Context: an optimization exercise on an open-source flow, tuned for small area. The choices shown serve that exercise and are no tape-out recipe.
In this exercise RTL edits were held to simulation tests only and were not proved equivalent to the original.

## flow/design.v (module list and top-level ports; edited modules follow where they fit)
// module iir_inv: 3 lines
// module iir_fa: 4 lines
// module iir_sec1: 358 lines
// module iir_sec2: 336 lines
// module iir_sec3: 359 lines
// module iir_top: 35 lines
module iir_top
    (
        output signed [8:0] o_sample,
        input  signed [8:0] i_sample,
        input               i_reset,
        input               clock
    );
  // ...
==> flow/run.sh <==
#!/bin/bash
# synth_recipe.tcl (not shown) runs the flow's synth.tcl, then flattens the netlist and writes it again
# the make line also repeats each setting of config.mk as NAME=value (left out here)
make -C /OpenROAD-flow-scripts/flow DESIGN_CONFIG=/design/flow/config.mk WORK_HOME=/design/flow/orfs CLKGATE_MAP_FILE= SYNTH_SCRIPT=/design/flow/synth_recipe.tcl finish
==> flow/config.mk <==
export PLATFORM = sky130hd
export DESIGN_NAME = iir_top
export DESIGN_NICKNAME = iir_top
export VERILOG_FILES = /design/flow/design.v
export SDC_FILE = /design/flow/constraint.sdc
export NUM_CORES = 4
export LEC_CHECK = 0
export CAP_MARGIN = 20
export CORE_MARGIN = 2
export CORE_UTILIZATION = 65
export CTS_BUF_LIST = sky130_fd_sc_hd__clkbuf_8
export SLEW_MARGIN = 20
export SYNTH_HIERARCHICAL = 1
export SYNTH_MINIMUM_KEEP_SIZE = 0
==> flow/constraint.sdc <==
create_clock -name core_clock -period 45.0 [get_ports {clock}]
set_input_delay 9.0000 -clock core_clock [delete_from_list [all_inputs] [get_ports {clock}]]
set_output_delay 9.0000 -clock core_clock [all_outputs]
set_load 0.01 [all_outputs]
==> out/results.md, run 1 <==
| Step | Parameter | Value |
|:---|:---|:---|
| synth | Leading post-synthesis cells by cell area | sky130_fd_sc_hd__fa_1, sky130_fd_sc_hd__dfxtp_1, sky130_fd_sc_hd__ha_1, sky130_fd_sc_hd__inv_1, sky130_fd_sc_hd__nand2_1 |
| layout | Layout cell share with drive strength beyond 1 | 0.0394 |
| synth | Share of synthesized flip-flops with an asynchronous set or reset | 0 |
| place | Number of buffers inserted by port buffering | 19 |
| grt | Met1 routing resource usage after global routing | 0.465 |
| routing | Post-detailed-route count of antenna-violating nets | 0 |
| synth | Synth Area in XOR/XNOR | 0.00170 |
| clocking | Number of buffers inserted for hold repair after clock tree synthesis | 0 |
| layout | Multi-input gates | 1,074 |
| clocking | Clk root buf | sky130_fd_sc_hd__clkbuf_8 |
| worst setup path | WS Path Type | primary input to primary output |
| worst setup path | Critical path required time | 36.00 ns |
| layout | Area of combinational cells with multiple inputs | 16,100 sq um |
| sta | Remaining max-slew budget at the tightest pin | 0.274 |
| worst setup path | Slowest library cell on the worst path | sky130_fd_sc_hd__fa_1 |
| clocking | Clk slew on worst S/H paths | 0.09 ns |
| floorplanning | Standard-cell row count | 65 |
| grt | Total global routing overflow | 0 |
| routing | Wire length on met1 | 19,500 microns |
| hold path | Origin of the worst min-delay path | x1n[0]$_DFF_P_ |
| place | Final estimated routing congestion in global placement | 0.902 |
| worst setup path | Critical path data arrival time | 34.85 ns |
| routing | Count of routing violations after the opening detailed-route iteration | 678 |
| synth | Area share of fa/ha/maj cells after synthesis | 0.706 |
| synth | EDFF count, synth | 0 |
| run status | Run status | timing/DRC/antenna clean |
| synth | Cell accounting for the most synthesized area | sky130_fd_sc_hd__fa_1 |
| clocking | Clock insertion delay at the later pin of the skew report | 0.50 ns |
| worst setup path | Most used cell, CP | sky130_fd_sc_hd__fa_1 |
| routing | DR top layer | met4 |
| sta | Final-report setup violation count | 0 |
| layout | Dominant kind of cell by area | multi-input combinational cells |
| hold path | Hold worst-path end | x2[0]$_DFF_P_ |
| sta | Clock Skew | 0.0246 ns |
| layout | Share of the core filled with cells in the final layout | 0.688 |
| synth | Mux share of post-synthesis cell area | 0 |
==> module iir_top, before the edit <==
module iir_top
    (
        output signed [8:0] o_sample,
        input  signed [8:0] i_sample,
        input               i_reset,
        input               clock
    );
    reg  [8:0]  x1n, x2;
    reg  [23:0] ya1, ya2;
    wire [23:0] ya0;
    reg  [22:0] yb1, yb2;
    wire [22:0] yb0;
    reg  [22:0] yc1, yc2;
    wire [22:0] yc0;
    wire [8:0]  oa, ob, oa1, oa2, ob1, ob2;
    assign oa1 = (~ya1[23] & (ya1[21] | ya1[22])) ? 9'h0FF : {ya1[21], ya1[20], ya1[19], ya1[18], ya1[17], ya1[16], ya1[15], ya1[14], ya1[13]};
    assign oa2 = (~~ya2[23] & (~ya2[21] | ~ya2[22])) ? 9'h0FF : {~ya2[21], ~ya2[20], ~ya2[19], ~ya2[18], ~ya2[17], ~ya2[16], ~ya2[15], ~ya2[14], ~ya2[13]};
    assign ob1 = (~yb1[22] & (~yb1[21])) ? 9'h0FF : {~yb1[21], ~yb1[20], ~yb1[19], yb1[18], ~yb1[17], ~yb1[16], ~yb1[15], ~yb1[14], ~yb1[13]};
    assign ob2 = (~~yb2[22] & (yb2[21])) ? 9'h0FF : {yb2[21], yb2[20], yb2[19], ~yb2[18], yb2[17], yb2[16], yb2[15], yb2[14], yb2[13]};
    iir_sec1 u_sec1 (.x0(i_sample), .x1(x1n), .x2(x2), .y1(ya1), .y2(ya2), .y0(ya0), .o(oa));
    iir_sec2 u_sec2 (.x0(oa), .x1(oa1), .x2(oa2), .y1(yb1), .y2(yb2), .y0(yb0), .o(ob));
    iir_sec3 u_sec3 (.x0(ob), .x1(ob1), .x2(ob2), .y1(yc1), .y2(yc2), .y0(yc0), .o(o_sample));
    wire rstn;
    iir_inv u_rstn (.a(i_reset), .y(rstn));
    always @(posedge clock) begin
        x1n <= ~({9{rstn}} & i_sample);
        x2  <= ~({9{i_reset}} | x1n);
        ya1 <= (24'b000000000000000000000000 & ~({24{rstn}} & ~(ya0 ^ 24'b011100110011011110111101))) | (~24'b000000000000000000000000 & ~({24{i_reset}} | ~(ya0 ^ 24'b011100110011011110111101)));
        ya2 <= (24'b111111111111111111111111 & ~({24{rstn}} & ya1)) | (~24'b111111111111111111111111 & ~({24{i_reset}} | ya1));
        yb1 <= (23'b01110111111111111111101 & ~({23{rstn}} & ~(yb0 ^ 23'b00111100011111111111111))) | (~23'b01110111111111111111101 & ~({23{i_reset}} | ~(yb0 ^ 23'b00111100011111111111111)));
        yb2 <= (23'b10001000000000000000010 & ~({23{rstn}} & yb1)) | (~23'b10001000000000000000010 & ~({23{i_reset}} | yb1));
        yc1 <= (23'b11011111111111111001000 & ~({23{rstn}} & ~(yc0 ^ 23'b00100111111111110011111))) | (~23'b11011111111111111001000 & ~({23{i_reset}} | ~(yc0 ^ 23'b00100111111111110011111)));
        yc2 <= (23'b00100000000000000110111 & ~({23{rstn}} & yc1)) | (~23'b00100000000000000110111 & ~({23{i_reset}} | yc1));
    end
endmodule
==> run 2, diff against run 1 <==
--- a/flow/design.v
+++ b/flow/design.v
@@ -732,336 +732,329 @@
     wire n337, n338, n339, n340, n341, n342, n343, n344, n345, n346, n347, n348, n349, n350, n351, n352;
     wire n353, n354, n355, n356, n357, n358, n359, n360, n361, n362, n363, n364, n365, n366, n367, n368;
     wire n369, n370, n371, n372, n373, n374, n375, n376, n377, n378, n379, n380, n381, n382, n383, n384;
     wire n385, n386, n387, n388, n389, n390, n391, n392, n393, n394, n395, n396, n397, n398, n399, n400;
     wire n401, n402, n403, n404, n405, n406, n407, n408, n409, n410, n411, n412, n413, n414, n415, n416;
     wire n417, n418, n419, n420, n421, n422, n423, n424, n425, n426, n427, n428, n429, n430, n431, n432;
     wire n433, n434, n435, n436, n437, n438, n439, n440, n441, n442, n443, n444, n445, n446, n447, n448;
     wire n449, n450, n451, n452, n453, n454, n455, n456, n457, n458, n459, n460, n461, n462, n463, n464;
-    wire n465, n466, n467, n468, n469, n470, n471, n472, n473, n474, n475, n476, n477, n478, n479, n480;
-    wire n482, n484, n486, n488, n490, n492, n494, n496, n498, n500, n502, n504, n506, n508, n510, n512;
-    wire n514, n516, n518, n520, n522, n524, n526;
+    wire n465, n466, n467, n468, n469, n470, n471, n472, n473, n474, n476, n478, n480, n482, n484, n486;
+    wire n488, n490, n492, n494, n496, n498, n500, n502, n504, n506, n508, n510, n512, n514, n516, n518;
     assign n1 = x1[7] ^ x2[8];
     assign n2 = x1[7] | ~x2[8];
     assign n3 = x1[0] ^ x2[1];
     assign n4 = x1[0] & x2[1];
     iir_fa un6 (.a(x1[1]), .b(x2[2]), .c(n4), .s(n5), .co(n6));
     iir_fa un8 (.a(x1[2]), .b(x2[3]), .c(n6), .s(n7), .co(n8));
     iir_fa un10 (.a(x1[3]), .b(x2[4]), .c(n8), .s(n9), .co(n10));
     iir_fa un12 (.a(x1[4]), .b(x2[5]), .c(n10), .s(n11), .co(n12));
     iir_fa un14 (.a(x1[5]), .b(x2[6]), .c(n12), .s(n13), .co(n14));
     iir_fa un16 (.a(x1[6]), .b(x2[7]), .c(n14), .s(n15), .co(n16));
     assign n17 = n1 ^ n16;
     assign n18 = n1 & n16;
     iir_fa un20 (.a(~x1[8]), .b(n2), .c(n18), .s(n19), .co(n20));
     assign n21 = y1[19] ^ y1[22];
     assign n22 = y1[19] & y1[22];
     assign n23 = y1[20] ^ n22;
-    assign n24 = y1[20] | ~n22;
+    assign n24 = y1[20] & n22;
     assign n25 = y1[21] ^ n24;
-    assign n26 = ~y1[21] | n24;
+    assign n26 = y1[21] & n24;
     assign n27 = y1[1] ^ y1[0];
-    assign n28 = y1[1] | y1[0];
+    assign n28 = ~y1[1] & y1[0];
     assign n29 = y1[2] ^ n28;
-    assign n30 = y1[2] | n28;
-    iir_fa un32 (.a(y1[0]), .b(y1[3]), .c(~n30), .s(n31), .co(n32));
+    assign n30 = ~y1[2] & n28;
+    iir_fa un32 (.a(~y1[0]), .b(y1[3]), .c(n30), .s(n31), .co(n32));
     iir_fa un34 (.a(y1[1]), .b(~y1[4]), .c(n32), .s(n33), .co(n34));
-    iir_fa un36 (.a(y1[2]), .b(~y1[5]), .c(n34), .s(n35), .co(n36));
-    iir_fa un38 (.a(~y1[3]), .b(y1[6]), .c(n36), .s(n37), .co(n38));
-    iir_fa un40 (.a(y1[4]), .b(y1[7]), .c(n38), .s(n39), .co(n40));
-    iir_fa un42 (.a(y1[5]), .b(y1[8]), .c(n40), .s(n41), .co(n42));
-    iir_fa un44 (.a(~y1[6]), .b(y1[9]), .c(n42), .s(n43), .co(n44));
+    iir_fa un36 (.a(y1[2]), .b(y1[5]), .c(n34), .s(n35), .co(n36));
+    iir_fa un38 (.a(y1[3]), .b(y1[6]), .c(~n36), .s(n37), .co(n38));
+    iir_fa un40 (.a(y1[4]), .b(y1[7]), .c(~n38), .s(n39), .co(n40));
+    iir_fa un42 (.a(~y1[5]), .b(y1[8]), .c(n40), .s(n41), .co(n42));
+    iir_fa un44 (.a(y1[6]), .b(y1[9]), .c(n42), .s(n43), .co(n44));
     iir_fa un46 (.a(~y1[7]), .b(y1[10]), .c(n44), .s(n45), .co(n46));
     iir_fa un48 (.a(~y1[8]), .b(y1[11]), .c(n46), .s(n47), .co(n48));
     iir_fa un50 (.a(~y1[9]), .b(y1[12]), .c(n48), .s(n49), .co(n50));
     iir_fa un52 (.a(~y1[10]), .b(y1[13]), .c(n50), .s(n51), .co(n52));
     iir_fa un54 (.a(~y1[11]), .b(y1[14]), .c(n52), .s(n53), .co(n54));
     iir_fa un56 (.a(~y1[12]), .b(y1[15]), .c(n54), .s(n55), .co(n56));
     iir_fa un58 (.a(~y1[13]), .b(y1[16]), .c(n56), .s(n57), .co(n58));
     iir_fa un60 (.a(~y1[14]), .b(y1[17]), .c(n58), .s(n59), .co(n60));
     iir_fa un62 (.a(~y1[15]), .b(y1[18]), .c(n60), .s(n61), .co(n62));
     iir_fa un64 (.a(~y1[16]), .b(y1[19]), .c(n62), .s(n63), .co(n64));
-    iir_fa un66 (.a(y1[17]), .b(y1[20]), .c(~n64), .s(n65), .co(n66));
-    iir_fa un68 (.a(y1[18]), .b(~y1[21]), .c(n66), .s(n67), .co(n68));
+    iir_fa un66 (.a(~y1[17]), .b(y1[20]), .c(n64), .s(n65), .co(n66));
+    iir_fa un68 (.a(~y1[18]), .b(y1[21]), .c(n66), .s(n67), .co(n68));
     assign n69 = n21 ^ n68;
-    assign n70 = n21 | n68;
+    assign n70 = ~n21 & n68;
     assign n71 = n23 ^ n70;
-    assign n72 = n23 & ~n70;
+    assign n72 = ~n23 & n70;
     assign n73 = n25 ^ n72;
-    assign n74 = y2[21] ^ y2[22];
-    assign n75 = y2[21] | ~y2[22];
-    assign n76 = y2[0] ^ y2[1];
-    assign n77 = y2[0] | y2[1];
-    iir_fa un79 (.a(y2[1]), .b(y2[2]), .c(n77), .s(n78), .co(n79));
-    iir_fa un81 (.a(y2[2]), .b(~y2[3]), .c(n79), .s(n80), .co(n81));
-    iir_fa un83 (.a(~y2[3]), .b(y2[4]), .c(n81), .s(n82), .co(n83));
-    iir_fa un85 (.a(y2[4]), .b(y2[5]), .c(n83), .s(n84), .co(n85));
-    iir_fa un87 (.a(y2[5]), .b(~y2[6]), .c(n85), .s(n86), .co(n87));
-    iir_fa un89 (.a(y2[6]), .b(y2[7]), .c(~n87), .s(n88), .co(n89));
-    iir_fa un91 (.a(y2[7]), .b(y2[8]), .c(n89), .s(n90), .co(n91));
-    iir_fa un93 (.a(y2[8]), .b(y2[9]), .c(n91), .s(n92), .co(n93));
-    iir_fa un95 (.a(y2[9]), .b(y2[10]), .c(n93), .s(n94), .co(n95));
-    iir_fa un97 (.a(y2[10]), .b(y2[11]), .c(n95), .s(n96), .co(n97));
-    iir_fa un99 (.a(y2[11]), .b(y2[12]), .c(n97), .s(n98), .co(n99));
-    iir_fa un101 (.a(y2[12]), .b(y2[13]), .c(n99), .s(n100), .co(n101));
-    iir_fa un103 (.a(y2[13]), .b(y2[14]), .c(n101), .s(n102), .co(n103));
-    iir_fa un105 (.a(y2[14]), .b(y2[15]), .c(n103), .s(n104), .co(n105));
-    iir_fa un107 (.a(y2[15]), .b(y2[16]), .c(n105), .s(n106), .co(n107));
-    iir_fa un109 (.a(y2[16]), .b(y2[17]), .c(n107), .s(n108), .co(n109));
-    iir_fa un111 (.a(y2[17]), .b(y2[18]), .c(n109), .s(n110), .co(n111));
-    iir_fa un113 (.a(y2[18]), .b(y2[19]), .c(n111), .s(n112), .co(n113));
-    iir_fa un115 (.a(y2[19]), .b(~y2[20]), .c(n113), .s(n114), .co(n115));
-    iir_fa un117 (.a(~y2[20]), .b(y2[21]), .c(n115), .s(n116), .co(n117));
-    assign n118 = n74 ^ n117;
-    assign n119 = n74 & n117;
-    iir_fa un121 (.a(~y2[22]), .b(n75), .c(n119), .s(n120), .co(n121));
-    assign n122 = n17 ^ x0[8];
-    assign n123 = n17 | ~x0[8];
-    assign n124 = n19 ^ n123;
-    assign n125 = n19 | n123;
-    assign n126 = x2[0] ^ x0[0];
-    assign n127 = x2[0] & x0[0];
-    iir_fa un129 (.a(n3), .b(x0[1]), .c(n127), .s(n128), .co(n129));
-    iir_fa un131 (.a(n5), .b(x0[2]), .c(n129), .s(n130), .co(n131));
-    iir_fa un133 (.a(n7), .b(x0[3]), .c(n131), .s(n132), .co(n133));
-    iir_fa un135 (.a(n9), .b(x0[4]), .c(n133), .s(n134), .co(n135));
-    iir_fa un137 (.a(n11), .b(x0[5]), .c(n135), .s(n136), .co(n137));
-    iir_fa un139 (.a(n13), .b(x0[6]), .c(n137), .s(n138), .co(n139));
-    iir_fa un141 (.a(n15), .b(x0[7]), .c(n139), .s(n140), .co(n141));
-    assign n142 = n122 ^ n141;
-    assign n143 = n122 & n141;
-    assign n144 = n124 ^ n143;
-    assign n145 = ~n124 & n143;
-    iir_fa un147 (.a(n20), .b(n125), .c(n145), .s(n146), .co(n147));
-    assign n148 = y1[0] ^ y2[2];
-    assign n149 = y1[0] & y2[2];
-    assign n150 = n27 ^ n149;
-    assign n151 = n27 & n149;
-    iir_fa un153 (.a(y2[3]), .b(y2[0]), .c(n31), .s(n152), .co(n153));
-    iir_fa un155 (.a(y2[4]), .b(n29), .c(n151), .s(n154), .co(n155));
-    iir_fa un157 (.a(y2[1]), .b(n33), .c(n153), .s(n156), .co(n157));
-    iir_fa un159 (.a(y2[5]), .b(n155), .c(n31), .s(n158), .co(n159));
-    iir_fa un161 (.a(y2[2]), .b(n35), .c(n157), .s(n160), .co(n161));
-    iir_fa un163 (.a(y2[3]), .b(n33), .c(n159), .s(n162), .co(n163));
-    iir_fa un165 (.a(y2[6]), .b(n37), .c(n161), .s(n164), .co(n165));
-    assign n166 = y1[0] ^ n35;
-    assign n167 = y1[0] & n35;
-    iir_fa un169 (.a(y2[7]), .b(y2[4]), .c(n39), .s(n168), .co(n169));
-    iir_fa un171 (.a(n163), .b(n166), .c(~n165), .s(n170), .co(n171));
-    iir_fa un173 (.a(y1[1]), .b(n167), .c(n37), .s(n172), .co(n173));
-    iir_fa un175 (.a(y2[8]), .b(y2[5]), .c(n41), .s(n174), .co(n175));
-    iir_fa un177 (.a(n172), .b(~n169), .c(n171), .s(n176), .co(n177));
-    iir_fa un179 (.a(y1[2]), .b(y2[6]), .c(n39), .s(n178), .co(n179));
-    iir_fa un181 (.a(y2[9]), .b(n43), .c(n175), .s(n180), .co(n181));
-    iir_fa un183 (.a(n173), .b(n178), .c(n177), .s(n182), .co(n183));
-    iir_fa un185 (.a(y2[7]), .b(n41), .c(n179), .s(n184), .co(n185));
-    iir_fa un187 (.a(y1[3]), .b(y2[10]), .c(n45), .s(n186), .co(n187));
-    iir_fa un189 (.a(n184), .b(~n181), .c(n183), .s(n188), .co(n189));
-    assign n190 = y1[4] ^ y2[8];
-    assign n191 = y1[4] & y2[8];
-    iir_fa un193 (.a(y1[0]), .b(y2[11]), .c(y2[0]), .s(n192), .co(n193));
-    iir_fa un195 (.a(n190), .b(n43), .c(n185), .s(n194), .co(n195));
-    iir_fa un197 (.a(n192), .b(n47), .c(n187), .s(n196), .co(n197));
-    iir_fa un199 (.a(n194), .b(n189), .c(~n196), .s(n198), .co(n199));
-    iir_fa un201 (.a(y1[5]), .b(y2[9]), .c(n76), .s(n200), .co(n201));
-    iir_fa un203 (.a(y2[12]), .b(n27), .c(n193), .s(n202), .co(n203));
-    iir_fa un205 (.a(n191), .b(n200), .c(n45), .s(n204), .co(n205));
-    iir_fa un207 (.a(n202), .b(n49), .c(n197), .s(n206), .co(n207));
-    iir_fa un209 (.a(n195), .b(n204), .c(n199), .s(n208), .co(n209));
-    iir_fa un211 (.a(y1[6]), .b(y2[13]), .c(n29), .s(n210), .co(n211));
-    assign n212 = y2[10] ^ n201;
-    assign n213 = y2[10] & n201;
-    iir_fa un215 (.a(n78), .b(n203), .c(n210), .s(n214), .co(n215));
-    iir_fa un217 (.a(n212), .b(n47), .c(n205), .s(n216), .co(n217));
-    iir_fa un219 (.a(n214), .b(n51), .c(n207), .s(n218), .co(n219));
-    iir_fa un221 (.a(n216), .b(~n218), .c(n209), .s(n220), .co(n221));
-    iir_fa un223 (.a(y1[7]), .b(y2[14]), .c(n211), .s(n222), .co(n223));
-    iir_fa un225 (.a(n31), .b(n80), .c(n215), .s(n224), .co(n225));
-    iir_fa un227 (.a(y2[11]), .b(n213), .c(n49), .s(n226), .co(n227));
-    iir_fa un229 (.a(n222), .b(n224), .c(n53), .s(n228), .co(n229));
-    iir_fa un231 (.a(n217), .b(n226), .c(n221), .s(n230), .co(n231));
-    iir_fa un233 (.a(n219), .b(n228), .c(~n230), .s(n232), .co(n233));
-    iir_fa un235 (.a(y1[8]), .b(y2[15]), .c(n223), .s(n234), .co(n235));
-    iir_fa un237 (.a(n33), .b(n82), .c(n225), .s(n236), .co(n237));
-    iir_fa un239 (.a(y2[12]), .b(n51), .c(n227), .s(n238), .co(n239));
-    iir_fa un241 (.a(n234), .b(n236), .c(n55), .s(n240), .co(n241));
-    iir_fa un243 (.a(n229), .b(n240), .c(n233), .s(n242), .co(n243));
-    iir_fa un245 (.a(n238), .b(n231), .c(~n242), .s(n244), .co(n245));
-    iir_fa un247 (.a(y1[9]), .b(y2[16]), .c(n235), .s(n246), .co(n247));
-    iir_fa un249 (.a(n35), .b(n84), .c(n237), .s(n248), .co(n249));
-    iir_fa un251 (.a(y2[13]), .b(n53), .c(n239), .s(n250), .co(n251));
-    iir_fa un253 (.a(n246), .b(n248), .c(n57), .s(n252), .co(n253));
-    iir_fa un255 (.a(n241), .b(n252), .c(n243), .s(n254), .co(n255));
-    iir_fa un257 (.a(n250), .b(~n254), .c(n245), .s(n256), .co(n257));
-    iir_fa un259 (.a(y1[10]), .b(y2[17]), .c(n247), .s(n258), .co(n259));
-    iir_fa un261 (.a(n37), .b(n86), .c(n249), .s(n260), .co(n261));
-    iir_fa un263 (.a(y2[14]), .b(n55), .c(n251), .s(n262), .co(n263));
-    iir_fa un265 (.a(n258), .b(n260), .c(n59), .s(n264), .co(n265));
-    iir_fa un267 (.a(n253), .b(n264), .c(n255), .s(n266), .co(n267));
-    iir_fa un269 (.a(n262), .b(~n266), .c(n257), .s(n268), .co(n269));
-    iir_fa un271 (.a(y1[11]), .b(y2[18]), .c(n259), .s(n270), .co(n271));
-    iir_fa un273 (.a(n39), .b(n261), .c(n270), .s(n272), .co(n273));
-    iir_fa un275 (.a(y2[15]), .b(n88), .c(n57), .s(n274), .co(n275));
-    iir_fa un277 (.a(n272), .b(n61), .c(n265), .s(n276), .co(n277));
-    iir_fa un279 (.a(n263), .b(n274), .c(n269), .s(n278), .co(n279));
-    iir_fa un281 (.a(n276), .b(n267), .c(~n278), .s(n280), .co(n281));
-    iir_fa un283 (.a(y1[12]), .b(y2[19]), .c(n271), .s(n282), .co(n283));
-    iir_fa un285 (.a(n41), .b(n273), .c(n282), .s(n284), .co(n285));
-    iir_fa un287 (.a(y2[16]), .b(n90), .c(n59), .s(n286), .co(n287));
-    iir_fa un289 (.a(n284), .b(n63), .c(n277), .s(n288), .co(n289));
-    iir_fa un291 (.a(n275), .b(n286), .c(n279), .s(n290), .co(n291));
-    iir_fa un293 (.a(n288), .b(~n290), .c(n281), .s(n292), .co(n293));
-    iir_fa un295 (.a(y1[13]), .b(n283), .c(n43), .s(n294), .co(n295));
-    iir_fa un297 (.a(y2[20]), .b(y2[17]), .c(n92), .s(n296), .co(n297));
-    iir_fa un299 (.a(n296), .b(n61), .c(n287), .s(n298), .co(n299));
-    iir_fa un301 (.a(n285), .b(n294), .c(n289), .s(n300), .co(n301));
-    iir_fa un303 (.a(n298), .b(n65), .c(n291), .s(n302), .co(n303));
-    iir_fa un305 (.a(n300), .b(~n302), .c(n293), .s(n304), .co(n305));
-    iir_fa un307 (.a(y1[14]), .b(y2[21]), .c(n45), .s(n306), .co(n307));
-    iir_fa un309 (.a(y2[18]), .b(n94), .c(n297), .s(n308), .co(n309));
-    iir_fa un311 (.a(n308), .b(n63), .c(n299), .s(n310), .co(n311));
-    iir_fa un313 (.a(n295), .b(n306), .c(n301), .s(n312), .co(n313));
-    iir_fa un315 (.a(n310), .b(n67), .c(n303), .s(n314), .co(n315));
-    iir_fa un317 (.a(n312), .b(~n314), .c(n305), .s(n316), .co(n317));
-    assign n318 = y2[22] ^ y2[19];
-    assign n319 = y2[22] & y2[19];
-    iir_fa un321 (.a(y1[15]), .b(n47), .c(n307), .s(n320), .co(n321));
-    iir_fa un323 (.a(n318), .b(n96), .c(n309), .s(n322), .co(n323));
-    iir_fa un325 (.a(n320), .b(n65), .c(n69), .s(n324), .co(n325));
-    iir_fa un327 (.a(n322), .b(n311), .c(n315), .s(n326), .co(n327));
-    iir_fa un329 (.a(n313), .b(n324), .c(n317), .s(n328), .co(n329));
-    iir_fa un331 (.a(y1[16]), .b(y2[20]), .c(n49), .s(n330), .co(n331));
-    assign n332 = n319 ^ n98;
-    assign n333 = n319 & n98;
-    iir_fa un335 (.a(n321), .b(n330), .c(n67), .s(n334), .co(n335));
-    iir_fa un337 (.a(n323), .b(n332), .c(n71), .s(n336), .co(n337));
-    iir_fa un339 (.a(n334), .b(n325), .c(n329), .s(n338), .co(n339));
-    iir_fa un341 (.a(n336), .b(n327), .c(~n338), .s(n340), .co(n341));
-    iir_fa un343 (.a(y1[17]), .b(n51), .c(n331), .s(n342), .co(n343));
-    assign n344 = y2[21] ^ n333;
-    assign n345 = y2[21] & n333;
-    iir_fa un347 (.a(n100), .b(n344), .c(n69), .s(n346), .co(n347));
-    iir_fa un349 (.a(n73), .b(n346), .c(n337), .s(n348), .co(n349));
-    iir_fa un351 (.a(n342), .b(n335), .c(n339), .s(n350), .co(n351));
-    iir_fa un353 (.a(n348), .b(~n350), .c(n341), .s(n352), .co(n353));
-    iir_fa un355 (.a(y1[18]), .b(y2[22]), .c(n53), .s(n354), .co(n355));
-    assign n356 = n345 ^ n102;
-    assign n357 = n345 & n102;
-    iir_fa un359 (.a(n343), .b(n354), .c(n71), .s(n358), .co(n359));
-    iir_fa un361 (.a(n356), .b(n347), .c(n349), .s(n360), .co(n361));
-    iir_fa un363 (.a(n358), .b(~n360), .c(n351), .s(n362), .co(n363));
-    iir_fa un365 (.a(y1[19]), .b(n55), .c(n355), .s(n364), .co(n365));
-    assign n366 = n357 ^ n104;
-    assign n367 = n357 & n104;
-    iir_fa un369 (.a(n364), .b(n73), .c(n359), .s(n368), .co(n369));
-    iir_fa un371 (.a(n366), .b(~n368), .c(n361), .s(n370), .co(n371));
-    assign n372 = y1[20] ^ n367;
-    assign n373 = y1[20] & n367;
-    iir_fa un375 (.a(n57), .b(n365), .c(n369), .s(n374), .co(n375));
-    iir_fa un377 (.a(n106), .b(n372), .c(n371), .s(n376), .co(n377));
-    iir_fa un379 (.a(y1[21]), .b(n59), .c(n375), .s(n378), .co(n379));
-    iir_fa un381 (.a(n373), .b(n108), .c(n377), .s(n380), .co(n381));
-    assign n382 = y1[22] ^ n110;
-    assign n383 = y1[22] & n110;
-    iir_fa un385 (.a(n61), .b(~n382), .c(n379), .s(n384), .co(n385));
-    iir_fa un387 (.a(~n63), .b(n383), .c(n112), .s(n386), .co(n387));
-    assign n388 = n65 ^ n114;
-    assign n389 = n65 & n114;
-    assign n390 = n389 ^ n67;
-    assign n391 = n389 & n67;
-    assign n392 = n391 ^ n118;
-    assign n393 = n391 & n118;
-    iir_fa un395 (.a(n71), .b(n393), .c(~n120), .s(n394), .co(n395));
-    iir_fa un397 (.a(n256), .b(~n126), .c(n132), .s(n396), .co(n397));
-    iir_fa un399 (.a(n268), .b(~n128), .c(n134), .s(n398), .co(n399));
-    iir_fa un401 (.a(n280), .b(n126), .c(n130), .s(n400), .co(n401));
-    iir_fa un403 (.a(n292), .b(n128), .c(n132), .s(n402), .co(n403));
-    iir_fa un405 (.a(n304), .b(n130), .c(n134), .s(n404), .co(n405));
-    iir_fa un407 (.a(n316), .b(n132), .c(n136), .s(n406), .co(n407));
-    iir_fa un409 (.a(n328), .b(n134), .c(n138), .s(n408), .co(n409));
-    iir_fa un411 (.a(~n340), .b(n136), .c(n140), .s(n410), .co(n411));
-    iir_fa un413 (.a(~n352), .b(n138), .c(n142), .s(n412), .co(n413));
-    iir_fa un415 (.a(n362), .b(~n353), .c(n140), .s(n414), .co(n415));
-    iir_fa un417 (.a(n363), .b(n142), .c(n146), .s(n416), .co(n417));
-    iir_fa un419 (.a(~n374), .b(n376), .c(n144), .s(n418), .co(n419));
-    iir_fa un421 (.a(n378), .b(~n380), .c(n146), .s(n420), .co(n421));
-    iir_fa un423 (.a(n384), .b(~n381), .c(n147), .s(n422), .co(n423));
-    iir_fa un425 (.a(~n400), .b(n399), .c(n136), .s(n424), .co(n425));
-    iir_fa un427 (.a(n401), .b(n402), .c(~n138), .s(n426), .co(n427));
-    iir_fa un429 (.a(n403), .b(n404), .c(~n140), .s(n428), .co(n429));
-    iir_fa un431 (.a(n405), .b(n406), .c(~n142), .s(n430), .co(n431));
-    iir_fa un433 (.a(n407), .b(n408), .c(n144), .s(n432), .co(n433));
-    iir_fa un435 (.a(n409), .b(n410), .c(~n146), .s(n434), .co(n435));
-    iir_fa un437 (.a(n411), .b(n412), .c(~n147), .s(n436), .co(n437));
-    iir_fa un439 (.a(~n144), .b(n414), .c(n413), .s(n438), .co(n439));
-    iir_fa un441 (.a(~n370), .b(n415), .c(n416), .s(n440), .co(n441));
-    iir_fa un443 (.a(n147), .b(~n418), .c(n417), .s(n442), .co(n443));
-    iir_fa un445 (.a(~n386), .b(n385), .c(n423), .s(n444), .co(n445));
-    iir_fa un447 (.a(~n326), .b(n431), .c(n432), .s(n446), .co(n447));
-    iir_fa un449 (.a(~n419), .b(n420), .c(n443), .s(n448), .co(n449));
-    iir_fa un451 (.a(n387), .b(n388), .c(~n445), .s(n450), .co(n451));
-    iir_fa un453 (.a(n433), .b(n447), .c(n434), .s(n452), .co(n453));
-    iir_fa un455 (.a(n421), .b(n422), .c(n449), .s(n454), .co(n455));
-    iir_fa un457 (.a(n116), .b(n390), .c(n451), .s(n456), .co(n457));
-    iir_fa un459 (.a(n435), .b(n436), .c(n453), .s(n458), .co(n459));
-    iir_fa un461 (.a(~n69), .b(n392), .c(n457), .s(n460), .co(n461));
-    iir_fa un463 (.a(n438), .b(n437), .c(n459), .s(n462), .co(n463));
-    iir_fa un465 (.a(n439), .b(n440), .c(n463), .s(n464), .co(n465));
-    iir_fa un467 (.a(n441), .b(n442), .c(n465), .s(n466), .co(n467));
-    assign n468 = y1[0] & ~y2[0];
-    assign n469 = (n27 & ~y2[1]) | (n468 & (n27 | ~y2[1]));
-    assign n470 = (n29 & ~n148) | (n469 & (n29 | ~n148));
-    assign n471 = (~n150 & n152) | (n470 & (~n150 | n152));
-    assign n472 = (~n154 & n156) | (n471 & (~n154 | n156));
-    assign n473 = (~n158 & n160) | (n472 & (~n158 | n160));
-    assign n474 = (~n162 & n164) | (n473 & (~n162 | n164));
-    assign n475 = (n168 & ~n170) | (n474 & (n168 | ~n170));
-    assign n476 = (n174 & ~n176) | (n475 & (n174 | ~n176));
-    assign n477 = (n180 & ~n182) | (n476 & (n180 | ~n182));
-    assign n478 = (n186 & ~n188) | (n477 & (n186 | ~n188));
-    assign n479 = ~n198 & n478;
-    assign n480 = (n206 & ~n208) | (n479 & (n206 | ~n208));
-    iir_fa un482 (.a(n220), .b(n126), .c(~n480), .s(y0[0]), .co(n482));
-    iir_fa un484 (.a(~n232), .b(n128), .c(n482), .s(y0[1]), .co(n484));
-    iir_fa un486 (.a(n244), .b(n130), .c(n484), .s(y0[2]), .co(n486));
-    assign y0[3] = n396 ^ n486;
-    assign n488 = n396 | n486;
-    iir_fa un490 (.a(n397), .b(n398), .c(n488), .s(y0[4]), .co(n490));
-    assign y0[5] = n424 ^ n490;
-    assign n492 = n424 | n490;
-    iir_fa un494 (.a(n425), .b(~n426), .c(n492), .s(y0[6]), .co(n494));
-    iir_fa un496 (.a(n427), .b(n428), .c(~n494), .s(y0[7]), .co(n496));
-    iir_fa un498 (.a(n429), .b(n430), .c(n496), .s(y0[8]), .co(n498));
-    assign y0[9] = n446 ^ n498;
-    assign n500 = n446 & n498;
-    assign y0[10] = n452 ^ n500;
-    assign n502 = n452 & n500;
-    assign y0[11] = n458 ^ n502;
-    assign n504 = n458 & n502;
-    assign y0[12] = n462 ^ n504;
-    assign n506 = n462 & n504;
-    assign y0[13] = n464 ^ n506;
-    assign n508 = n464 & n506;
-    assign y0[14] = n466 ^ n508;
-    assign n510 = n466 & n508;
-    iir_fa un512 (.a(n467), .b(n448), .c(n510), .s(y0[15]), .co(n512));
-    assign y0[16] = n454 ^ n512;
-    assign n514 = n454 & n512;
-    iir_fa un516 (.a(n455), .b(n444), .c(n514), .s(y0[17]), .co(n516));
-    assign y0[18] = n450 ^ n516;
-    assign n518 = ~n450 & n516;
-    assign y0[19] = n456 ^ n518;
-    assign n520 = ~n456 & n518;
-    assign y0[20] = n460 ^ n520;
-    assign n522 = ~n460 & n520;
-    iir_fa un524 (.a(n461), .b(n394), .c(~n522), .s(y0[21]), .co(n524));
-    iir_fa un526 (.a(n73), .b(n395), .c(n524), .s(y0[22]), .co(n526));
-    wire sat = (~~y0[22] & (~y0[21]));
-    assign o = sat ? 9'h0FF : {~y0[21], ~y0[20], ~y0[19], ~y0[18], y0[17], y0[16], y0[15], y0[14], y0[13]};
+    assign n74 = n17 ^ x0[8];
+    assign n75 = n17 | ~x0[8];
+    assign n76 = n19 ^ n75;
+    assign n77 = n19 | n75;
+    assign n78 = x2[0] ^ x0[0];
+    assign n79 = x2[0] & x0[0];
+    iir_fa un81 (.a(n3), .b(x0[1]), .c(n79), .s(n80), .co(n81));
+    iir_fa un83 (.a(n5), .b(x0[2]), .c(n81), .s(n82), .co(n83));
+    iir_fa un85 (.a(n7), .b(x0[3]), .c(n83), .s(n84), .co(n85));
+    iir_fa un87 (.a(n9), .b(x0[4]), .c(n85), .s(n86), .co(n87));
+    iir_fa un89 (.a(n11), .b(x0[5]), .c(n87), .s(n88), .co(n89));
+    iir_fa un91 (.a(n13), .b(x0[6]), .c(n89), .s(n90), .co(n91));
+    iir_fa un93 (.a(n15), .b(x0[7]), .c(n91), .s(n92), .co(n93));
+    assign n94 = n74 ^ n93;
+    assign n95 = n74 & n93;
+    assign n96 = n76 ^ n95;
+    assign n97 = ~n76 & n95;
+    iir_fa un99 (.a(n20), .b(n77), .c(n97), .s(n98), .co(n99));
+    assign n100 = y2[2] ^ n29;
+    assign n101 = y2[2] & n29;
+    assign n102 = y2[0] ^ n101;
+    assign n103 = y2[0] & n101;
+    iir_fa un105 (.a(y2[3]), .b(n27), .c(n31), .s(n104), .co(n105));
+    iir_fa un107 (.a(y2[1]), .b(n29), .c(n33), .s(n106), .co(n107));
+    iir_fa un109 (.a(y2[4]), .b(n103), .c(~n105), .s(n108), .co(n109));
+    iir_fa un111 (.a(y2[5]), .b(y2[2]), .c(n35), .s(n110), .co(n111));
+    iir_fa un113 (.a(n31), .b(~n107), .c(n109), .s(n112), .co(n113));
+    iir_fa un115 (.a(y2[6]), .b(y2[3]), .c(n33), .s(n114), .co(n115));
+    iir_fa un117 (.a(n114), .b(n37), .c(n113), .s(n116), .co(n117));
+    iir_fa un119 (.a(y1[0]), .b(y2[7]), .c(y2[4]), .s(n118), .co(n119));
+    assign n120 = n35 ^ n115;
+    assign n121 = n35 & n115;
+    iir_fa un123 (.a(~n118), .b(n120), .c(n117), .s(n122), .co(n123));
+    iir_fa un125 (.a(y1[1]), .b(y2[5]), .c(n121), .s(n124), .co(n125));
+    iir_fa un127 (.a(y2[8]), .b(n119), .c(n37), .s(n126), .co(n127));
+    iir_fa un129 (.a(n124), .b(~n126), .c(n123), .s(n128), .co(n129));
+    iir_fa un131 (.a(y2[9]), .b(y2[6]), .c(n127), .s(n130), .co(n131));
+    iir_fa un133 (.a(y1[2]), .b(n125), .c(n39), .s(n132), .co(n133));
+    iir_fa un135 (.a(~n130), .b(n132), .c(n129), .s(n134), .co(n135));
+    iir_fa un137 (.a(y1[3]), .b(y2[10]), .c(n131), .s(n136), .co(n137));
+    iir_fa un139 (.a(y2[7]), .b(n41), .c(n133), .s(n138), .co(n139));
+    iir_fa un141 (.a(~n136), .b(n138), .c(n135), .s(n140), .co(n141));
+    iir_fa un143 (.a(y1[4]), .b(y1[0]), .c(y2[8]), .s(n142), .co(n143));
+    iir_fa un145 (.a(y2[11]), .b(y2[0]), .c(n137), .s(n144), .co(n145));
+    iir_fa un147 (.a(n142), .b(n43), .c(n139), .s(n146), .co(n147));
+    iir_fa un149 (.a(~n144), .b(n146), .c(n141), .s(n148), .co(n149));
+    iir_fa un151 (.a(y2[9]), .b(y2[1]), .c(n27), .s(n150), .co(n151));
+    iir_fa un153 (.a(y1[5]), .b(y2[12]), .c(n145), .s(n152), .co(n153));
+    iir_fa un155 (.a(n143), .b(n150), .c(n45), .s(n154), .co(n155));
+    iir_fa un157 (.a(n147), .b(n154), .c(n149), .s(n156), .co(n157));
+    iir_fa un159 (.a(n152), .b(n49), .c(~n156), .s(n158), .co(n159));
+    iir_fa un161 (.a(y1[6]), .b(y2[10]), .c(y2[2]), .s(n160), .co(n161));
+    iir_fa un163 (.a(y2[0]), .b(n29), .c(n160), .s(n162), .co(n163));
+    iir_fa un165 (.a(n151), .b(n162), .c(n155), .s(n164), .co(n165));
+    iir_fa un167 (.a(n47), .b(n164), .c(n157), .s(n166), .co(n167));
+    iir_fa un169 (.a(y2[13]), .b(n153), .c(n51), .s(n168), .co(n169));
+    iir_fa un171 (.a(~n166), .b(n159), .c(n168), .s(n170), .co(n171));
+    iir_fa un173 (.a(y1[7]), .b(y2[14]), .c(y2[3]), .s(n172), .co(n173));
+    assign n174 = y2[11] ^ n161;
+    assign n175 = y2[11] & n161;
+    iir_fa un177 (.a(y2[1]), .b(n172), .c(n31), .s(n176), .co(n177));
+    iir_fa un179 (.a(n174), .b(n163), .c(n165), .s(n178), .co(n179));
+    iir_fa un181 (.a(n49), .b(n178), .c(n167), .s(n180), .co(n181));
+    iir_fa un183 (.a(n176), .b(n53), .c(n169), .s(n182), .co(n183));
+    iir_fa un185 (.a(~n180), .b(n171), .c(n182), .s(n184), .co(n185));
+    iir_fa un187 (.a(y1[8]), .b(y2[15]), .c(y2[2]), .s(n186), .co(n187));
+    iir_fa un189 (.a(y2[12]), .b(y2[4]), .c(n175), .s(n188), .co(n189));
+    iir_fa un191 (.a(n173), .b(n186), .c(n33), .s(n190), .co(n191));
+    iir_fa un193 (.a(n188), .b(n179), .c(n51), .s(n192), .co(n193));
+    iir_fa un195 (.a(n177), .b(n190), .c(n55), .s(n194), .co(n195));
+    iir_fa un197 (.a(n183), .b(n185), .c(n194), .s(n196), .co(n197));
+    iir_fa un199 (.a(n192), .b(n181), .c(~n196), .s(n198), .co(n199));
+    iir_fa un201 (.a(y1[9]), .b(y2[16]), .c(y2[5]), .s(n200), .co(n201));
+    iir_fa un203 (.a(y2[13]), .b(y2[3]), .c(n189), .s(n202), .co(n203));
+    iir_fa un205 (.a(n187), .b(n200), .c(n35), .s(n204), .co(n205));
+    iir_fa un207 (.a(n202), .b(n53), .c(n193), .s(n206), .co(n207));
+    iir_fa un209 (.a(n191), .b(n204), .c(n57), .s(n208), .co(n209));
+    iir_fa un211 (.a(n195), .b(n197), .c(n208), .s(n210), .co(n211));
+    iir_fa un213 (.a(n206), .b(~n210), .c(n199), .s(n212), .co(n213));
+    iir_fa un215 (.a(y1[10]), .b(y2[17]), .c(y2[4]), .s(n214), .co(n215));
+    iir_fa un217 (.a(y2[14]), .b(y2[6]), .c(n203), .s(n216), .co(n217));
+    iir_fa un219 (.a(n201), .b(n214), .c(n205), .s(n218), .co(n219));
+    iir_fa un221 (.a(n216), .b(n37), .c(n55), .s(n220), .co(n221));
+    iir_fa un223 (.a(n218), .b(n59), .c(n209), .s(n222), .co(n223));
+    iir_fa un225 (.a(n207), .b(n220), .c(n213), .s(n224), .co(n225));
+    iir_fa un227 (.a(n211), .b(n222), .c(~n224), .s(n226), .co(n227));
+    iir_fa un229 (.a(y1[11]), .b(y2[18]), .c(y2[7]), .s(n228), .co(n229));
+    iir_fa un231 (.a(y2[15]), .b(y2[5]), .c(n217), .s(n230), .co(n231));
+    iir_fa un233 (.a(n215), .b(n228), .c(n219), .s(n232), .co(n233));
+    iir_fa un235 (.a(n230), .b(n57), .c(n221), .s(n234), .co(n235));
+    iir_fa un237 (.a(n39), .b(n232), .c(n61), .s(n236), .co(n237));
+    iir_fa un239 (.a(n223), .b(n236), .c(n227), .s(n238), .co(n239));
+    iir_fa un241 (.a(n234), .b(n225), .c(~n238), .s(n240), .co(n241));
+    iir_fa un243 (.a(y1[12]), .b(y2[19]), .c(y2[8]), .s(n242), .co(n243));
+    iir_fa un245 (.a(y2[6]), .b(n229), .c(n242), .s(n244), .co(n245));
+    iir_fa un247 (.a(n244), .b(n233), .c(n41), .s(n246), .co(n247));
+    iir_fa un249 (.a(y2[16]), .b(n231), .c(n59), .s(n248), .co(n249));
+    iir_fa un251 (.a(n246), .b(n63), .c(n237), .s(n250), .co(n251));
+    iir_fa un253 (.a(n235), .b(n248), .c(n241), .s(n252), .co(n253));
+    iir_fa un255 (.a(n250), .b(n239), .c(~n252), .s(n254), .co(n255));
+    iir_fa un257 (.a(y1[13]), .b(y2[20]), .c(y2[9]), .s(n256), .co(n257));
+    iir_fa un259 (.a(n243), .b(n256), .c(n245), .s(n258), .co(n259));
+    iir_fa un261 (.a(n258), .b(n43), .c(n247), .s(n260), .co(n261));
+    iir_fa un263 (.a(y2[17]), .b(y2[7]), .c(n61), .s(n262), .co(n263));
+    iir_fa un265 (.a(n260), .b(n65), .c(n251), .s(n264), .co(n265));
+    iir_fa un267 (.a(n249), .b(n262), .c(n253), .s(n266), .co(n267));
+    iir_fa un269 (.a(n264), .b(~n266), .c(n255), .s(n268), .co(n269));
+    iir_fa un271 (.a(y1[14]), .b(y2[21]), .c(y2[10]), .s(n270), .co(n271));
+    iir_fa un273 (.a(n257), .b(n270), .c(n259), .s(n272), .co(n273));
+    iir_fa un275 (.a(n272), .b(n45), .c(n261), .s(n274), .co(n275));
+    iir_fa un277 (.a(y2[18]), .b(y2[8]), .c(n63), .s(n276), .co(n277));
+    iir_fa un279 (.a(n274), .b(n67), .c(n265), .s(n278), .co(n279));
+    iir_fa un281 (.a(n263), .b(n276), .c(n267), .s(n280), .co(n281));
+    iir_fa un283 (.a(n278), .b(~n280), .c(n269), .s(n282), .co(n283));
+    assign n284 = y2[22] ^ y2[19];
+    assign n285 = y2[22] & y2[19];
+    iir_fa un287 (.a(y1[15]), .b(y2[11]), .c(n271), .s(n286), .co(n287));
+    iir_fa un289 (.a(n286), .b(n273), .c(n47), .s(n288), .co(n289));
+    iir_fa un291 (.a(y2[9]), .b(n284), .c(n65), .s(n290), .co(n291));
+    iir_fa un293 (.a(n277), .b(n290), .c(n69), .s(n292), .co(n293));
+    iir_fa un295 (.a(n275), .b(n288), .c(n279), .s(n294), .co(n295));
+    iir_fa un297 (.a(n292), .b(~n294), .c(n281), .s(n296), .co(n297));
+    assign n298 = y2[20] ^ y2[10];
+    assign n299 = y2[20] & y2[10];
+    iir_fa un301 (.a(y1[16]), .b(y2[12]), .c(n287), .s(n300), .co(n301));
+    iir_fa un303 (.a(n300), .b(n49), .c(n289), .s(n302), .co(n303));
+    iir_fa un305 (.a(n285), .b(n298), .c(n67), .s(n304), .co(n305));
+    iir_fa un307 (.a(n291), .b(n71), .c(n304), .s(n306), .co(n307));
+    iir_fa un309 (.a(n293), .b(n306), .c(n297), .s(n308), .co(n309));
+    iir_fa un311 (.a(n302), .b(n295), .c(~n308), .s(n310), .co(n311));
+    assign n312 = y2[21] ^ y2[11];
+    assign n313 = y2[21] & y2[11];
+    iir_fa un315 (.a(y1[17]), .b(y2[13]), .c(n301), .s(n314), .co(n315));
+    iir_fa un317 (.a(n314), .b(n51), .c(n303), .s(n316), .co(n317));
+    iir_fa un319 (.a(n299), .b(n312), .c(n305), .s(n318), .co(n319));
+    iir_fa un321 (.a(n316), .b(n69), .c(n73), .s(n320), .co(n321));
+    iir_fa un323 (.a(n307), .b(n318), .c(n309), .s(n322), .co(n323));
+    iir_fa un325 (.a(n320), .b(~n322), .c(n311), .s(n324), .co(n325));
+    iir_fa un327 (.a(y1[18]), .b(y2[22]), .c(y2[14]), .s(n326), .co(n327));
+    assign n328 = y2[12] ^ n313;
+    assign n329 = y2[12] & n313;
+    iir_fa un331 (.a(n326), .b(n315), .c(n53), .s(n330), .co(n331));
+    iir_fa un333 (.a(n317), .b(n330), .c(n71), .s(n332), .co(n333));
+    iir_fa un335 (.a(n328), .b(n319), .c(n323), .s(n334), .co(n335));
+    iir_fa un337 (.a(n332), .b(n321), .c(n325), .s(n336), .co(n337));
+    iir_fa un339 (.a(y1[19]), .b(y2[15]), .c(n327), .s(n338), .co(n339));
+    assign n340 = y2[13] ^ n329;
+    assign n341 = y2[13] & n329;
+    iir_fa un343 (.a(n338), .b(n55), .c(n331), .s(n342), .co(n343));
+    iir_fa un345 (.a(n340), .b(n73), .c(n335), .s(n344), .co(n345));
+    iir_fa un347 (.a(n342), .b(n333), .c(n337), .s(n346), .co(n347));
+    assign n348 = y2[14] ^ n341;
+    assign n349 = y2[14] & n341;
+    iir_fa un351 (.a(y1[20]), .b(y2[16]), .c(n339), .s(n350), .co(n351));
+    iir_fa un353 (.a(n350), .b(n57), .c(n343), .s(n352), .co(n353));
+    iir_fa un355 (.a(n348), .b(~n352), .c(n345), .s(n354), .co(n355));
+    iir_fa un357 (.a(y1[21]), .b(y2[17]), .c(n351), .s(n356), .co(n357));
+    iir_fa un359 (.a(n356), .b(n59), .c(n353), .s(n358), .co(n359));
+    iir_fa un361 (.a(y2[15]), .b(n349), .c(n355), .s(n360), .co(n361));
+    assign n362 = y1[22] ^ y2[16];
+    assign n363 = y1[22] & y2[16];
+    iir_fa un365 (.a(y2[18]), .b(n357), .c(n61), .s(n364), .co(n365));
+    iir_fa un367 (.a(~n362), .b(n359), .c(n364), .s(n366), .co(n367));
+    iir_fa un369 (.a(y2[19]), .b(n63), .c(n365), .s(n368), .co(n369));
+    iir_fa un371 (.a(y2[17]), .b(n363), .c(~n367), .s(n370), .co(n371));
+    iir_fa un373 (.a(y2[20]), .b(n65), .c(n369), .s(n372), .co(n373));
+    assign n374 = y2[18] ^ n371;
+    assign n375 = y2[18] & n371;
+    iir_fa un377 (.a(y2[21]), .b(n67), .c(n373), .s(n376), .co(n377));
+    assign n378 = y2[19] ^ n375;
+    assign n379 = y2[19] & n375;
+    iir_fa un381 (.a(y2[22]), .b(y2[20]), .c(n69), .s(n380), .co(n381));
+    iir_fa un383 (.a(~n377), .b(n380), .c(n379), .s(n382), .co(n383));
+    assign n384 = y2[21] ^ n71;
+    assign n385 = y2[21] & n71;
+    iir_fa un387 (.a(n381), .b(n384), .c(n383), .s(n386), .co(n387));
+    assign n388 = n385 ^ n387;
+    assign n389 = n385 & n387;
+    iir_fa un391 (.a(y2[22]), .b(n73), .c(~n388), .s(n390), .co(n391));
+    iir_fa un393 (.a(n212), .b(~n78), .c(n84), .s(n392), .co(n393));
+    iir_fa un395 (.a(n226), .b(n80), .c(~n86), .s(n394), .co(n395));
+    iir_fa un397 (.a(~n240), .b(n78), .c(n82), .s(n396), .co(n397));
+    iir_fa un399 (.a(n254), .b(n80), .c(n84), .s(n398), .co(n399));
+    iir_fa un401 (.a(n268), .b(n82), .c(n86), .s(n400), .co(n401));
+    iir_fa un403 (.a(n282), .b(n84), .c(n88), .s(n402), .co(n403));
+    iir_fa un405 (.a(n283), .b(n86), .c(n90), .s(n404), .co(n405));
+    iir_fa un407 (.a(n310), .b(n88), .c(n92), .s(n406), .co(n407));
+    iir_fa un409 (.a(n324), .b(n90), .c(n94), .s(n408), .co(n409));
+    iir_fa un411 (.a(~n334), .b(n336), .c(n92), .s(n410), .co(n411));
+    iir_fa un413 (.a(n346), .b(n94), .c(n98), .s(n412), .co(n413));
+    iir_fa un415 (.a(n354), .b(~n347), .c(n96), .s(n414), .co(n415));
+    iir_fa un417 (.a(n358), .b(~n360), .c(n98), .s(n416), .co(n417));
+    iir_fa un419 (.a(n366), .b(~n361), .c(n99), .s(n418), .co(n419));
+    iir_fa un421 (.a(n396), .b(~n88), .c(n395), .s(n420), .co(n421));
+    iir_fa un423 (.a(n397), .b(n398), .c(~n90), .s(n422), .co(n423));
+    iir_fa un425 (.a(n399), .b(n400), .c(~n92), .s(n424), .co(n425));
+    iir_fa un427 (.a(n401), .b(n402), .c(~n94), .s(n426), .co(n427));
+    iir_fa un429 (.a(n403), .b(n404), .c(n96), .s(n428), .co(n429));
+    iir_fa un431 (.a(n405), .b(n406), .c(~n98), .s(n430), .co(n431));
+    iir_fa un433 (.a(n407), .b(n408), .c(~n99), .s(n432), .co(n433));
+    iir_fa un435 (.a(~n96), .b(n410), .c(n409), .s(n434), .co(n435));
+    iir_fa un437 (.a(~n344), .b(n411), .c(n412), .s(n436), .co(n437));
+    iir_fa un439 (.a(n99), .b(~n414), .c(n413), .s(n438), .co(n439));
+    iir_fa un441 (.a(n368), .b(~n370), .c(n419), .s(n440), .co(n441));
+    iir_fa un443 (.a(~n296), .b(n427), .c(n428), .s(n442), .co(n443));
+    iir_fa un445 (.a(~n415), .b(n416), .c(n439), .s(n444), .co(n445));
+    iir_fa un447 (.a(n372), .b(~n374), .c(n441), .s(n446), .co(n447));
+    iir_fa un449 (.a(n429), .b(n443), .c(n430), .s(n448), .co(n449));
+    iir_fa un451 (.a(n417), .b(n418), .c(n445), .s(n450), .co(n451));
+    iir_fa un453 (.a(n376), .b(~n378), .c(n447), .s(n452), .co(n453));
+    iir_fa un455 (.a(n431), .b(n432), .c(n449), .s(n454), .co(n455));
+    iir_fa un457 (.a(n434), .b(n433), .c(n455), .s(n456), .co(n457));
+    iir_fa un459 (.a(n435), .b(n436), .c(n457), .s(n458), .co(n459));
+    iir_fa un461 (.a(n437), .b(n438), .c(n459), .s(n460), .co(n461));
+    assign n462 = ~y1[0] & y2[0];
+    assign n463 = (n27 & y2[1]) | (~n462 & (n27 | y2[1]));
+    assign n464 = (~y1[0] & n100) | (n463 & (~y1[0] | n100));
+    assign n465 = (n102 & ~n104) | (n464 & (n102 | ~n104));
+    assign n466 = (~n106 & n108) | (n465 & (~n106 | n108));
+    assign n467 = (~n110 & n112) | (n466 & (~n110 | n112));
+    assign n468 = (~n111 & n116) | (n467 & (~n111 | n116));
+    assign n469 = (~n39 & n122) | (n468 & (~n39 | n122));
+    assign n470 = (~n41 & n128) | (n469 & (~n41 | n128));
+    assign n471 = (~n43 & n134) | (n470 & (~n43 | n134));
+    assign n472 = (~n45 & n140) | (n471 & (~n45 | n140));
+    assign n473 = (~n47 & n148) | (n472 & (~n47 | n148));
+    assign n474 = n158 & ~n473;
+    iir_fa un476 (.a(n170), .b(~n78), .c(n474), .s(y0[0]), .co(n476));
+    iir_fa un478 (.a(n184), .b(~n80), .c(n476), .s(y0[1]), .co(n478));
+    iir_fa un480 (.a(n198), .b(n82), .c(~n478), .s(y0[2]), .co(n480));
+    assign y0[3] = n392 ^ n480;
+    assign n482 = n392 | n480;
+    iir_fa un484 (.a(n393), .b(~n394), .c(n482), .s(y0[4]), .co(n484));
+    assign y0[5] = n420 ^ n484;
+    assign n486 = n420 & ~n484;
+    iir_fa un488 (.a(n421), .b(n422), .c(n486), .s(y0[6]), .co(n488));
+    iir_fa un490 (.a(n423), .b(n424), .c(n488), .s(y0[7]), .co(n490));
+    iir_fa un492 (.a(n425), .b(n426), .c(n490), .s(y0[8]), .co(n492));
+    assign y0[9] = n442 ^ n492;
+    assign n494 = n442 & n492;
+    assign y0[10] = n448 ^ n494;
+    assign n496 = n448 & n494;
+    assign y0[11] = n454 ^ n496;
+    assign n498 = n454 & n496;
+    assign y0[12] = n456 ^ n498;
+    assign n500 = n456 & n498;
+    assign y0[13] = n458 ^ n500;
+    assign n502 = n458 & n500;
+    assign y0[14] = n460 ^ n502;
+    assign n504 = n460 & n502;
+    iir_fa un506 (.a(n461), .b(n444), .c(n504), .s(y0[15]), .co(n506));
+    assign y0[16] = n450 ^ n506;
+    assign n508 = n450 & n506;
+    iir_fa un510 (.a(n451), .b(n440), .c(n508), .s(y0[17]), .co(n510));
+    assign y0[18] = n446 ^ n510;
+    assign n512 = n446 & n510;
+    assign y0[19] = n452 ^ n512;
+    assign n514 = n452 & n512;
+    iir_fa un516 (.a(n453), .b(~n382), .c(n514), .s(y0[20]), .co(n516));
+    assign y0[21] = n386 ^ n516;
+    assign n518 = ~n386 & n516;
+    assign y0[22] = n390 ^ n518;
+    wire sat = (~y0[22] & (~y0[21]));
+    assign o = sat ? 9'h0FF : {~y0[21], y0[20], y0[19], y0[18], y0[17], y0[16], y0[15], y0[14], y0[13]};
 endmodule
 module iir_top
     (
         output signed [8:0] o_sample,
         input  signed [8:0] i_sample,
         input               i_reset,
         input               clock
     );
@@ -1084,12 +1077,12 @@
     iir_inv u_rstn (.a(i_reset), .y(rstn));
     always @(posedge clock) begin
         x1n <= ~({9{rstn}} & i_sample);
         x2  <= ~({9{i_reset}} | x1n);
         ya1 <= (24'b000000000000000000000000 & ~({24{rstn}} & ~(ya0 ^ 24'b011100110011011110111101))) | (~24'b000000000000000000000000 & ~({24{i_reset}} | ~(ya0 ^ 24'b011100110011011110111101)));
         ya2 <= (24'b111111111111111111111111 & ~({24{rstn}} & ya1)) | (~24'b111111111111111111111111 & ~({24{i_reset}} | ya1));
         yb1 <= (23'b01110111111111111111101 & ~({23{rstn}} & ~(yb0 ^ 23'b00111100011111111111111))) | (~23'b01110111111111111111101 & ~({23{i_reset}} | ~(yb0 ^ 23'b00111100011111111111111)));
         yb2 <= (23'b10001000000000000000010 & ~({23{rstn}} & yb1)) | (~23'b10001000000000000000010 & ~({23{i_reset}} | yb1));
-        yc1 <= (23'b11011111111111111001000 & ~({23{rstn}} & ~(yc0 ^ 23'b00100111111111110011111))) | (~23'b11011111111111111001000 & ~({23{i_reset}} | ~(yc0 ^ 23'b00100111111111110011111)));
-        yc2 <= (23'b00100000000000000110111 & ~({23{rstn}} & yc1)) | (~23'b00100000000000000110111 & ~({23{i_reset}} | yc1));
+        yc1 <= (23'b11111111111111110101001 & ~({23{rstn}} & ~(yc0 ^ 23'b10111111111111110011101))) | (~23'b11111111111111110101001 & ~({23{i_reset}} | ~(yc0 ^ 23'b10111111111111110011101)));
+        yc2 <= (23'b00000000000000001010110 & ~({23{rstn}} & yc1)) | (~23'b00000000000000001010110 & ~({23{i_reset}} | yc1));
     end
 endmodule
==> out/results.md, run 2 <==
| Step | Parameter | Value | Change |
|:---|:---|:---|:---|
| sta | Final-report hold violation count | 0 | unchanged |
| place | Placed insts | 1,952 | was 1,967 |
| routing | DRT Wirelength | 40,500 microns | was 41,900 microns |
| floorplanning | Die width | 182 microns | about the same |
| worst setup path | Launch point of the worst reg-to-reg path | ya2[0]$_DFF_P_ | unchanged |
| sta | Clock Skew | 0.0144 ns | was 0.0246 ns |
| hold path | Hold worst-path end | x2[0]$_DFF_P_ | unchanged |
| synth | Main combinational cell family by area after synthesis | adder cells | unchanged |
| place | Number of buffers inserted by port buffering | 19 | unchanged |
| sta | Min Tclk post-route | 43.58 ns | was 43.85 ns |
| hold path | Origin of the worst min-delay path | x1n[0]$_DFF_P_ | unchanged |
| routing | Avg Vias per Cell | 5.38 | was 5.39 |
| synth | Sequential cell area fraction in the yosys report | 0.154 | was 0.153 |
| synth | Area share of the leading cell type in the synthesized netlist | 0.639 | was 0.637 |
| clocking | Clk root buf | sky130_fd_sc_hd__clkbuf_8 | unchanged |
| grt | Largest net degree at the start of global routing | 56 | was 80 |
| worst setup path | Slowest library cell on the worst path | sky130_fd_sc_hd__fa_2 | was sky130_fd_sc_hd__fa_1 |
| floorplanning | Total I/O pin count | 20 | unchanged |
| sta | Final-report setup violation count | 0 | unchanged |
| layout | Post-synthesis to final-layout area growth | 4.65% | was 4.67% |
| synth | Top_reg_cell synth | sky130_fd_sc_hd__dfxtp_1 | unchanged |
| synth | Number of distinct library cells after synthesis | 47 | was 50 |
| sta | RSZ-0062 raised after global routing | no | unchanged |
| place | Final estimated routing congestion in global placement | 0.870 | was 0.902 |
| synth | EDFF count, synth | 0 | unchanged |
| worst setup path | WS Path Type | primary input to primary output | unchanged |
| worst setup path | Slowest cell delay on critical path | 0.63 ns | was 0.67 ns |
| floorplanning | Standard-cell row count | 65 | unchanged |
| routing | Count of routing violations after the opening detailed-route iteration | 404 | was 678 |
| place | Detailed-placement wirelength estimate | 36,600 microns | was 37,600 microns |
| clocking | Clk slew on worst S/H paths | 0.08 ns | was 0.09 ns |
| layout | Layout cell share with drive strength beyond 1 | 0.0336 | was 0.0394 |
| clocking | Number of buffers inserted for hold repair after clock tree synthesis | 0 | unchanged |
| run | Max-Cap Viols | 0 | unchanged |
| run status | Run status | timing/DRC/antenna clean | unchanged |
| sta | Fmax achieved | 0.0229 GHz | was 0.0228 GHz |
| worst setup path | Critical path data arrival time | 34.58 ns | was 34.85 ns |
| synth | Mean instance size in the synthesized netlist | 13.3 sq um | was 13.2 sq um |
| synth | Leading post-synthesis cells by cell area | sky130_fd_sc_hd__fa_1, sky130_fd_sc_hd__dfxtp_1, sky130_fd_sc_hd__ha_1, sky130_fd_sc_hd__inv_1, sky130_fd_sc_hd__nand2_1 | unchanged |
| synth | Synth Area in XOR/XNOR | 0.00256 | was 0.00170 |
| hold path | Number of instances on the worst hold path | 1 | unchanged |
| grt | Total global routing overflow | 0 | unchanged |
| layout | Number of antenna cells inserted | 0 | unchanged |
| layout | Final Net Count | 2,342 | was 2,362 |
| synth | Compound-gate portion of the synthesized area | 0.0148 | was 0.0150 |
| synth | Most numerous cell in the Yosys netlist | sky130_fd_sc_hd__fa_1 | unchanged |
| synth | Post-Syn Instances | 1,548 | was 1,563 |
| clocking | Clock sink count | 158 | unchanged |
| synth | Mux share of post-synthesis cell area | 0 | unchanged |
| floorplanning | Die area | 33,000 sq um | was 33,200 sq um |
| clocking | Clock buffer count from CTS | 17 | unchanged |
| grt | Total GRT Usage | 0.289 | was 0.295 |
| synth | Cell accounting for the most synthesized area | sky130_fd_sc_hd__fa_1 | unchanged |
| worst setup path | Critical path required time | 36.00 ns | about the same |
| synth | Net count of the mapped netlist | 2,321 | was 2,341 |
| clocking | Clock insertion delay at the later pin of the skew report | 0.49 ns | was 0.50 ns |
| synth | Area share of fa/ha/maj cells after synthesis | 0.709 | was 0.706 |
| routing | Post-route DRC violation count | 0 | unchanged |
| floorplanning | Starting density of the core | 0.655 | was 0.657 |
| routing | Post-detailed-route count of antenna-violating nets | 0 | unchanged |
| sta | Remaining max-slew budget at the tightest pin | 0.449 | was 0.274 |
| clocking | Deepest clock path buffer count | 2 | unchanged |
| synth | Share of synthesized flip-flops with an asynchronous set or reset | 0 | unchanged |
| floorplanning | Die Ht | 182 microns | about the same |
| routing | Vias after detailed routing | 10,664 | was 10,781 |
| grt | Via count of the first global-routing pass | 13,244 | was 12,798 |
| synth | Yosys reg bits | 158 | unchanged |
| worst setup path | Most used cell, CP | sky130_fd_sc_hd__fa_1 | unchanged |
## run 2: changes by cell type after synthesis, sizes merged, moves of 2 or more
cell / delta
a22oi: -2
ha: -4
inv: -12
maj3: +4
nor2: -2
o22ai: -2
## run 2: worst max path at each step
stage | endpoint | startpoint | slack, ns
after global routing | o_sample[0] | i_sample[0] | 0.05
after floorplan | o_sample[0] | i_sample[0] | 3.30
after global placement | o_sample[7] | i_sample[0] | 1.47
after detailed placement | o_sample[0] | i_sample[0] | 1.09
final | o_sample[0] | i_sample[0] | 1.42
after CTS | o_sample[0] | i_sample[0] | 1.03
## run 2: final cells by class
| type | count | area [sq um] |
|---|---|---|
| Clock buffer | 17 | 234 |
| Clock inverter | 12 | 173 |
| Inverter | 300 | 1130 |
| Multi-Input combinational cell | 1071 | 16100 |
| Sequential cell | 158 | 3160 |
| Tap cell | 402 | 503 |
| Fill cell | 2328 | 9840 |
| Timing Repair Buffer | 21 | 200 |
## run 2: per-layer routing
metal	share of wire	wire length (microns)	up-vias	GRT usage
met3	0.025	992	59	0.0409
met5	0	0	-	0
met2	0.55	22400	126	0.512
li1	-	-	4598	-
met1	0.40	16000	5881	0.377
met4	0.027	1090	0	0.0839
## run 2: stage by stage
step / hold slack, ns / utilization
floorplan: 0.386 / -
global placement: 0.389 / 0.672
detailed placement: 0.393 / 0.672
CTS: 0.404 / 0.685
global route: 0.416 / 0.686
finish: 0.401 / 0.686
## run 2: per-module statistics from Yosys (local to each module, per instance)
module    cell area [sq um]  cells
iir_fa                 20.0      1
iir_inv                3.75      1
iir_sec1               1250    204
iir_sec2                828    137
iir_sec3               1140    176
iir_top                4180    375
## run 2: cells by family after synthesis
family / Yosys count
flops: 158
fa+ha+maj: 770
simple gates: 255
xor+xnor: 6
buf+inv: 319
compound gates: 40
## run 2: worst max-delay path, delay by kind of cell
family	cells	cell delay, ns
AO/OA/AOI/OAI	1	0.29
AND/OR/NAND/NOR	5	0.71
buffers and inverters	12	1.63
adder cells (fa/ha/maj)	71	22.47
XOR/XNOR	3	0.43
## run 2: repair_timing
action / in CTS / in global routing
gates resized for setup: 0 / 3
hold endpoints to repair: 0 / 0
endpoints found under the setup margin: 0 / 9

-- separate check: timing with driven ports --
The flow's constraints put no driver on any port. The routed layouts listed below were extracted and timed again, unchanged, in two steps.
Step 1, drivers: a clkbuf_16 drives clock and a buf_2 each remaining input, both assumed.
Step 2, shift: input delay + t, output delay - t, t = (earliest + latest rising clock arrival at the registers) / 2. This alone moves slack from input paths to output paths.
Slacks: ideal ports / drivers / drivers and shift; pairs: ideal ports / drivers.
run	t, ns	slack for setup (ns)	worst setup path after step 2	worst register clock-pin slew, ns	cell pins on the clock port's net
run 1	0.536	1.155 / 1.133 / 1.133	input to output	0.10 / 0.10	1
run 2	0.528	1.415 / 1.393 / 1.393	input to output	0.09 / 0.09	1
After both steps every run listed still meets setup and hold.
